Source: an optimization exercise on an open RTL-to-GDS flow (aim: small area and a short achievable clock period). Production flows keep margins and buffers that such runs may drop. RTL that was checked went through simulation tests only; none was proved equivalent to the original.

==> 10-23 <==
Design matrix_mul_sa_pipe, start of the top module:
module matrix_mul_sa_pipe #(
    parameter DW = 8
)(
    input                    clk,
    input                    rst_n,
    input                    start,
    input  signed [DW-1:0]   x_1, x_2, x_3, y_1, y_2, y_3,
    output                   p11_v, p1221_v, p132231_v, p3223_v, p33_v,
    output signed [2*DW:0]   p_1_1, p_1_2, p_1_3, p_2_1, p_2_2, p_2_3, p_3_1, p_3_2, p_3_3
);
    reg [1:0] ph;
    reg       run;
    reg       v0, v1, v2;
    always @(posedge clk or negedge rst_n) begin
        if (!rst_n) begin
            ph  <= 2'd0;
            run <= 1'b0;
            v0  <= 1'b0;
            v1  <= 1'b0;
            v2  <= 1'b0;
        end else begin
            ph  <= ph + {1'b0, start};
            run <= run | (start & (ph == 2'd3));
            v0  <= start & run & (ph == 2'd0);
            v1  <= start & run & (ph == 2'd1);
            v2  <= start & run & (ph == 2'd2);
        end
    end
    assign p11_v     = v0;
    assign p1221_v   = v1;
    assign p132231_v = v2;
    assign p3223_v   = v2;
    assign p33_v     = v2;
    reg signed [DW-1:0] x1d1, x1d2, x1d3, x2d1, x2d2, x3d1;
  ...
Settings: LEC_CHECK=0, CAP_MARGIN=20, CORE_MARGIN=2, CORE_UTILIZATION=40, CTS_BUF_LIST=sky130_fd_sc_hd__clkbuf_16, CTS_CLUSTER_DIAMETER=80, CTS_CLUSTER_SIZE=25, SETUP_SLACK_MARGIN=3.2, SLEW_MARGIN=20, TNS_END_PERCENT=100; clock period 5.5 ns.
standard.sh (not shown) runs the stock make flow with config.mk's settings and CLKGATE_MAP_FILE= SYNTH_SCRIPT=/design/flow/synth_recipe.tcl, a recipe that flattens the netlist after the stock synthesis.
==> flow/flow/run.sh <==
#!/bin/bash
# Layout flow: the standard synthesis, then the synthesized netlist is
# replaced by the gate-level netlist that flow/gen.py builds for the same RTL
# (same registers, names and cell types, taken from the standard synthesis),
# then the standard flow from floorplan to finish. Port buffers use
# buf_1; clock tree synthesis uses clkbuf_4 sink buffers, small clusters and
# no dummy loads. Falls back to the standard flow if the netlist cannot be
# built.
set -u
R=orfs/results/sky130hd/matrix_mul_sa_pipe/base
export BUFFER_PORTS_ARGS="-buffer_cell sky130_fd_sc_hd__buf_1"
export CTS_ARGS="-sink_clustering_enable -repair_clock_nets -sink_clustering_size 12 -sink_clustering_max_diameter 45 -buf_list sky130_fd_sc_hd__clkbuf_16 -dont_use_dummy_load -sink_clustering_buffer sky130_fd_sc_hd__clkbuf_4"
if bash standard.sh synth > synth.log 2>&1 \
   && cp $R/1_2_yosys.v std_synth.v \
   && python3 flow/gen.py net std_synth.v gen_netlist.v > gen.log 2>&1; then
    cp gen_netlist.v $R/1_2_yosys.v
    rm -f $R/1_synth.odb $R/1_synth.sdc
    echo "using generated netlist" > flow_choice.log
else
    echo "generated netlist failed; standard flow" > flow_choice.log
fi
bash standard.sh > layout.log 2>&1
Other scripts of this flow, unchanged in this note and not shown: flow/flow/gen.py
==> 12-08: changes against 10-23 <==
--- a/flow/flow/run.sh
+++ b/flow/flow/run.sh
@@ -4,11 +4,11 @@
 # (same registers, names and cell types, taken from the standard synthesis),
 # then the standard flow from floorplan to finish. Port buffers use
-# buf_1; clock tree synthesis uses clkbuf_4 sink buffers, small clusters and
+# buf_2; clock tree synthesis uses clkbuf_8 sink buffers, small clusters and
 # no dummy loads. Falls back to the standard flow if the netlist cannot be
 # built.
 set -u
 R=orfs/results/sky130hd/matrix_mul_sa_pipe/base
-export BUFFER_PORTS_ARGS="-buffer_cell sky130_fd_sc_hd__buf_1"
-export CTS_ARGS="-sink_clustering_enable -repair_clock_nets -sink_clustering_size 12 -sink_clustering_max_diameter 45 -buf_list sky130_fd_sc_hd__clkbuf_16 -dont_use_dummy_load -sink_clustering_buffer sky130_fd_sc_hd__clkbuf_4"
+export BUFFER_PORTS_ARGS="-buffer_cell sky130_fd_sc_hd__buf_2"
+export CTS_ARGS="-sink_clustering_enable -repair_clock_nets -sink_clustering_size 16 -sink_clustering_max_diameter 55 -buf_list sky130_fd_sc_hd__clkbuf_16 -dont_use_dummy_load -sink_clustering_buffer sky130_fd_sc_hd__clkbuf_8"
 if bash standard.sh synth > synth.log 2>&1 \
    && cp $R/1_2_yosys.v std_synth.v \
--- a/flow/config.mk
+++ b/flow/config.mk
@@ -12,5 +12,5 @@
 export CTS_CLUSTER_DIAMETER = 80
 export CTS_CLUSTER_SIZE = 25
-export SETUP_SLACK_MARGIN = 3.2
+export SETUP_SLACK_MARGIN = 3.28
 export SLEW_MARGIN = 20
 export TNS_END_PERCENT = 100
==> qor summary <==
Outcome: 10-23 timing/DRC/antenna clean; 12-08 timing/DRC/antenna clean
Clock latency on the worst-skew pair: 10-23 0.60 ns; 12-08 0.59 ns
Total number of H-tree levels: 10-23 3; 12-08 2
Filler Cell Count: 10-23 6863; 12-08 6551
Fraction of final layout cells with drive strength greater than 1: 10-23 12.52%; 12-08 24.89%
Slowest cell on the critical path: 10-23 dfxtp_2; 12-08 fa_1
Ratio of final minimum period to clock period: 10-23 40.81%; 12-08 41.06%
Worst Clk Skew: 10-23 0.06993 ns; 12-08 0.05320 ns
Combined flip-flop and latch cell area: 10-23 0.01107 mm²; 12-08 0.01124 mm²
Post-CTS Setup Repair Bufs: 10-23 3; 12-08 17
Clock network contribution to total cell area: 10-23 2.355%; 12-08 2.237%
Final worst path period need: 10-23 2.245 ns; 12-08 2.258 ns
Antenna violations before repair: 10-23 3; 12-08 4
Worst Tran Pin Value: 10-23 0.8528 ns; 12-08 0.7006 ns
Post-DP Area: 10-23 0.03033 mm²; 12-08 0.03059 mm²
WL final: 10-23 70410 µm; 12-08 74820 µm
Routed WL per cell: 10-23 17.58 µm; 12-08 18.68 µm
Share of the final layout cell area in sequential cells: 10-23 34.71%; 12-08 33.78%

---

==> run a: inputs <==
Another version of the RTL of matrix_mul_sa_pipe (not shown whole).
==> flow/design.v (excerpt) <==
module matrix_mul_sa_pipe #(
    parameter DW = 8
)(
    input                    clk,
    input                    rst_n,
    input                    start,
    input  signed [DW-1:0]   x_1, x_2, x_3, y_1, y_2, y_3,
    output                   p11_v, p1221_v, p132231_v, p3223_v, p33_v,
    output signed [2*DW:0]   p_1_1, p_1_2, p_1_3, p_2_1, p_2_2, p_2_3, p_3_1, p_3_2, p_3_3
);
    reg [1:0] ph;
    reg       run;
    reg       v0, v1, v2;
    always @(posedge clk or negedge rst_n) begin
        if (!rst_n) begin
            ph  <= 2'd0;
            run <= 1'b0;
            v0  <= 1'b0;
            v1  <= 1'b0;
            v2  <= 1'b0;
        end else begin
            ph  <= ph + {1'b0, start};
            run <= run | (start & (ph == 2'd3));
            v0  <= start & run & (ph == 2'd0);
            v1  <= start & run & (ph == 2'd1);
            v2  <= start & run & (ph == 2'd2);
        end
    end
    assign p11_v     = v0;
    assign p1221_v   = v1;
    assign p132231_v = v2;
    assign p3223_v   = v2;
    assign p33_v     = v2;
    reg signed [DW-1:0] x1d1, x1d2, x1d3, x2d1, x2d2, x3d1;
    reg signed [DW-1:0] y1d1, y1d2, y1d3, y2d1, y2d2, y3d1;
    always @(posedge clk) begin
        x1d1 <= x_1; x1d2 <= x1d1; x1d3 <= x1d2;
        x2d1 <= x_2; x2d2 <= x2d1;
  ...
export LEC_CHECK = 0
export CAP_MARGIN = 20
export CORE_MARGIN = 2
export CORE_UTILIZATION = 40
export CTS_BUF_LIST = sky130_fd_sc_hd__clkbuf_4 sky130_fd_sc_hd__clkbuf_8
export CTS_CLUSTER_SIZE = 20
export SLEW_MARGIN = 20
create_clock -name core_clock -period 5.5 [get_ports {clk}]
==> flow/flow/run.sh <==
#!/bin/bash
# Layout flow: the standard synthesis, then the synthesized netlist is
# replaced by the gate-level netlist that flow/gen.py builds for the same RTL
# (same registers, names and cell types, taken from the standard synthesis),
# then the standard flow from floorplan to finish. Port buffers use
# buf_1. Falls back to the standard flow if the netlist cannot be built.
set -u
R=orfs/results/sky130hd/matrix_mul_sa_pipe/base
export BUFFER_PORTS_ARGS="-buffer_cell sky130_fd_sc_hd__buf_1"
if bash standard.sh synth > synth.log 2>&1 \
   && cp $R/1_2_yosys.v std_synth.v \
   && python3 flow/gen.py net std_synth.v gen_netlist.v > gen.log 2>&1; then
    cp gen_netlist.v $R/1_2_yosys.v
    rm -f $R/1_synth.odb $R/1_synth.sdc
    echo "using generated netlist" > flow_choice.log
else
    echo "generated netlist failed; standard flow" > flow_choice.log
fi
bash standard.sh > layout.log 2>&1
Other scripts of this flow, unchanged in this note and not shown: flow/flow/gen.py
==> run b: changes against run a <==
--- a/flow/config.mk
+++ b/flow/config.mk
@@ -10,4 +10,4 @@
 export CORE_UTILIZATION = 40
-export CTS_BUF_LIST = sky130_fd_sc_hd__clkbuf_4 sky130_fd_sc_hd__clkbuf_8
-export CTS_CLUSTER_SIZE = 20
+export SETUP_SLACK_MARGIN = 2.9
 export SLEW_MARGIN = 20
+export TNS_END_PERCENT = 100
==> run c: changes against run a <==
--- a/flow/config.mk
+++ b/flow/config.mk
@@ -10,4 +10,2 @@
 export CORE_UTILIZATION = 40
-export CTS_BUF_LIST = sky130_fd_sc_hd__clkbuf_4 sky130_fd_sc_hd__clkbuf_8
-export CTS_CLUSTER_SIZE = 20
 export SLEW_MARGIN = 20
==> qor summary <==
quantity                                                                     run b                    run c                    run a
Result of the run                                          complete, no violations  complete, no violations  complete, no violations
Critical Path Source                                                       x3d1[2]                  y3d1[5]                  y3d1[6]
Number of signal-net buffers in the layout                                     385                      229                      229
Largest clock skew in the final design                                   0.0353 ns                0.0271 ns                0.0547 ns
Final weighted congestion in routability-driven placement                    0.911                    0.903                    0.903
HPWL Detailed                                                              58.9 mm                  59.2 mm                  59.2 mm
Post-placement worst setup slack                                           2.43 ns                  2.20 ns                  2.20 ns
Fill cell instance count of the final layout                                  6843                     7193                     7222
Crit Reg-Reg Startpoint                                                    x3d1[2]                  y3d1[5]                  y3d1[6]
Max_slew headroom                                                            0.560                    0.256                    0.239
Cell depth of the worst flop-to-flop path                                        6                        5                        5
Slew of the pin with the lowest slew margin                               0.661 ns                  1.11 ns                  1.14 ns
Setup fix buffers added after clock tree synthesis                              74                        0                        0
Count of nets after finishing                                                 3986                     3829                     3864
Highest routed metal layer                                                    met5                     met4                     met5
Min Clock Period, post-route                                               2.78 ns                  3.31 ns                  3.34 ns
No run of this note included a check of the RTL's function; only the layout flow was run.

---

==> indigo <==
Another version of the RTL of matrix_mul_sa_pipe (not shown whole).
## matrix_mul_sa_pipe
module matrix_mul_sa_pipe #(
    parameter DW = 8
)(
    input                    clk,
    input                    rst_n,
    input                    start,
    input  signed [DW-1:0]   x_1, x_2, x_3, y_1, y_2, y_3,
    output                   p11_v, p1221_v, p132231_v, p3223_v, p33_v,
    output signed [2*DW:0]   p_1_1, p_1_2, p_1_3, p_2_1, p_2_2, p_2_3, p_3_1, p_3_2, p_3_3
);
    reg [1:0] ph;
    reg       run;
    reg       v0, v1, v2;
    always @(posedge clk or negedge rst_n) begin
        if (!rst_n) begin
            ph  <= 2'd0;
            run <= 1'b0;
            v0  <= 1'b0;
            v1  <= 1'b0;
            v2  <= 1'b0;
        end else if (start) begin
            ph  <= ph + 2'd1;
            if (ph == 2'd3) run <= 1'b1;
            v0  <= (ph == 2'd3);
            v1  <= run && (ph == 2'd0);
            v2  <= run && (ph == 2'd1);
        end
    end
    assign p11_v     = v0;
    assign p1221_v   = v1;
    assign p132231_v = v2;
    assign p3223_v   = v2;
    assign p33_v     = v2;
    reg signed [DW-1:0] x1d1, x1d2, x1d3, x2d1, x2d2, x3d1;
    reg signed [DW-1:0] y1d1, y1d2, y1d3, y2d1, y2d2, y3d1;
    always @(posedge clk) begin
        x1d1 <= x_1; x1d2 <= x1d1; x1d3 <= x1d2;
        x2d1 <= x_2; x2d2 <= x2d1;
        x3d1 <= x_3;
        y1d1 <= y_1; y1d2 <= y1d1; y1d3 <= y1d2;
        y2d1 <= y_2; y2d2 <= y2d1;
        y3d1 <= y_3;
    end
    wire [1:0] ph_nx = start ? ph + 2'd1 : ph;
    reg ld1, ld2, ld3;
    always @(posedge clk) begin
        ld1 <= (ph_nx == 2'd1);
        ld2 <= (ph_nx == 2'd2);
        ld3 <= (ph_nx == 2'd3);
    end
    pe pe_11 (.clk(clk), .load(ld1), .a(x1d1), .b(y1d1), .acc(p_1_1));
    pe pe_12 (.clk(clk), .load(ld2), .a(x1d2), .b(y2d1), .acc(p_1_2));
    pe pe_13 (.clk(clk), .load(ld3), .a(x1d3), .b(y3d1), .acc(p_1_3));
    pe pe_21 (.clk(clk), .load(ld2), .a(x2d1), .b(y1d2), .acc(p_2_1));
    pe pe_22 (.clk(clk), .load(ld3), .a(x2d2), .b(y2d2), .acc(p_2_2));
    pe pe_23 (.clk(clk), .load(ld3), .a(x2d2), .b(y3d1), .acc(p_2_3));
    pe pe_31 (.clk(clk), .load(ld3), .a(x3d1), .b(y1d3), .acc(p_3_1));
    pe pe_32 (.clk(clk), .load(ld3), .a(x3d1), .b(y2d2), .acc(p_3_2));
    pe pe_33 (.clk(clk), .load(ld3), .a(x3d1), .b(y3d1), .acc(p_3_3));
endmodule
clock: 5.5 ns
lec_check: 0
cap_margin: 20
core_margin: 2
core_utilization: 40
cts_buf_list: sky130_fd_sc_hd__clkbuf_4
slew_margin: 20
run.sh (not shown) runs the stock make flow with config.mk's settings and CLKGATE_MAP_FILE= SYNTH_SCRIPT=/design/flow/synth_recipe.tcl, a recipe that flattens the netlist after the stock synthesis.
Stock flow here: none of the scripts above is used.
==> harbor: changes against indigo <==
--- a/flow/config.mk
+++ b/flow/config.mk
@@ -8,5 +8,6 @@
 export CAP_MARGIN = 20
 export CORE_MARGIN = 2
 export CORE_UTILIZATION = 40
-export CTS_BUF_LIST = sky130_fd_sc_hd__clkbuf_4
+export SETUP_SLACK_MARGIN = 2.0
 export SLEW_MARGIN = 20
+export TNS_END_PERCENT = 100
==> cedar: changes against indigo <==
--- a/flow/config.mk
+++ b/flow/config.mk
@@ -7,6 +7,8 @@
 export LEC_CHECK = 0
 export CAP_MARGIN = 20
 export CORE_MARGIN = 2
-export CORE_UTILIZATION = 40
-export CTS_BUF_LIST = sky130_fd_sc_hd__clkbuf_4
+export CORE_UTILIZATION = 60
+export CTS_BUF_LIST = sky130_fd_sc_hd__clkbuf_8
+export CTS_CLUSTER_SIZE = 30
+export PLACE_DENSITY = 0.7
 export SLEW_MARGIN = 20
==> notes <==
Between cedar and harbor, the lower die area is in cedar (gap 33%, measured against harbor).
The highest cell count belongs to harbor, the lowest to cedar.
The lowest via count belongs to cedar, the highest to harbor.
Of harbor and indigo, indigo has the higher sequential share of layout area (gap 1.7 points).
==> figures <==
quantity	harbor	cedar	indigo
Relative area of non-clock buffer cells in the final design	11.59%	7.627%	7.730%
Total area of multi-input combinational cells	22590 um2	20080 um2	20080 um2
Total placed cells including tap cells	3927	3658	3940
Highest Clock Rate	0.2324 GHz	0.2035 GHz	0.2057 GHz
Initial standard-cell utilization of the core	40.49%	60.41%	40.49%
Syn-to-layout area delta	32.38%	14.19%	15.29%
H-tree lvl count	2	2	3
Final net count	3989	3820	3860
Time the final worst path needs with I/O delays and setup	4304 ps	4914 ps	4862 ps
Status	complete, no violations	complete, no violations	complete, no violations
Most common cell after layout, fill and taps aside	sky130_fd_sc_hd__fa_1	sky130_fd_sc_hd__inv_1	sky130_fd_sc_hd__fa_1
Worst setup path start	ld3$_DFF_P_	x3d1[4]$_DFF_P_	x3d1[2]$_DFF_P_
Routability-driven placement congestion ratio	0.8686	0.9066	0.8946
Function was not checked in any run of this note: the RTL went through the layout flow alone.

## what the ideal ports hide
The results above use ideal ports. As a check the final layouts listed here were re-extracted and re-timed, cells and wires unchanged.
Step 1 assumes that a clkbuf_16 drives the clock port and a buf_2 every other input.
Step 2 moves the port delays by t, midway between the first and last clock arrival at a register: inputs arrive t later, outputs are due t later. That takes back most of the time a late clock gives input paths.
a / b / c = ideal / step 1 / step 2; a / b = the first two.
| run | t (ns) | slack for setup (ns) | hold slack, ns | worst setup path after step 2 | worst register clock-pin slew, ns |
|---|---|---|---|---|---|
| 10-23 | 0.633 | 3.255 / 3.193 / 3.297 | 0.394 / 0.363 / 0.394 | register to register | 0.12 / 0.12 |
| 12-08 | 0.619 | 3.242 / 3.242 / 3.242 | 0.369 / 0.334 / 0.414 | register to register | 0.10 / 0.10 |
| run a | 0.760 | 2.157 / 2.157 / 2.157 | 0.272 / 0.231 / 0.449 | register to register | 0.07 / 0.07 |
| run b | 0.705 | 2.719 / 2.719 / 2.719 | 0.325 / 0.283 / 0.402 | register to register | 0.06 / 0.06 |
| run c | 0.703 | 2.188 / 2.188 / 2.188 | 0.331 / 0.290 / 0.452 | register to register | 0.07 / 0.07 |
| indigo | 0.893 | 0.638 / 0.638 / 0.638 | 0.464 / 0.464 / 0.464 | register to register | 0.07 / 0.07 |
| harbor | 0.633 | 1.196 / 1.196 / 1.196 | 0.425 / 0.425 / 0.425 | register to register | 0.06 / 0.06 |
| cedar | 0.710 | 0.586 / 0.586 / 0.586 | 0.453 / 0.453 / 0.453 | register to register | 0.07 / 0.07 |
After both steps every run listed still meets setup and hold.
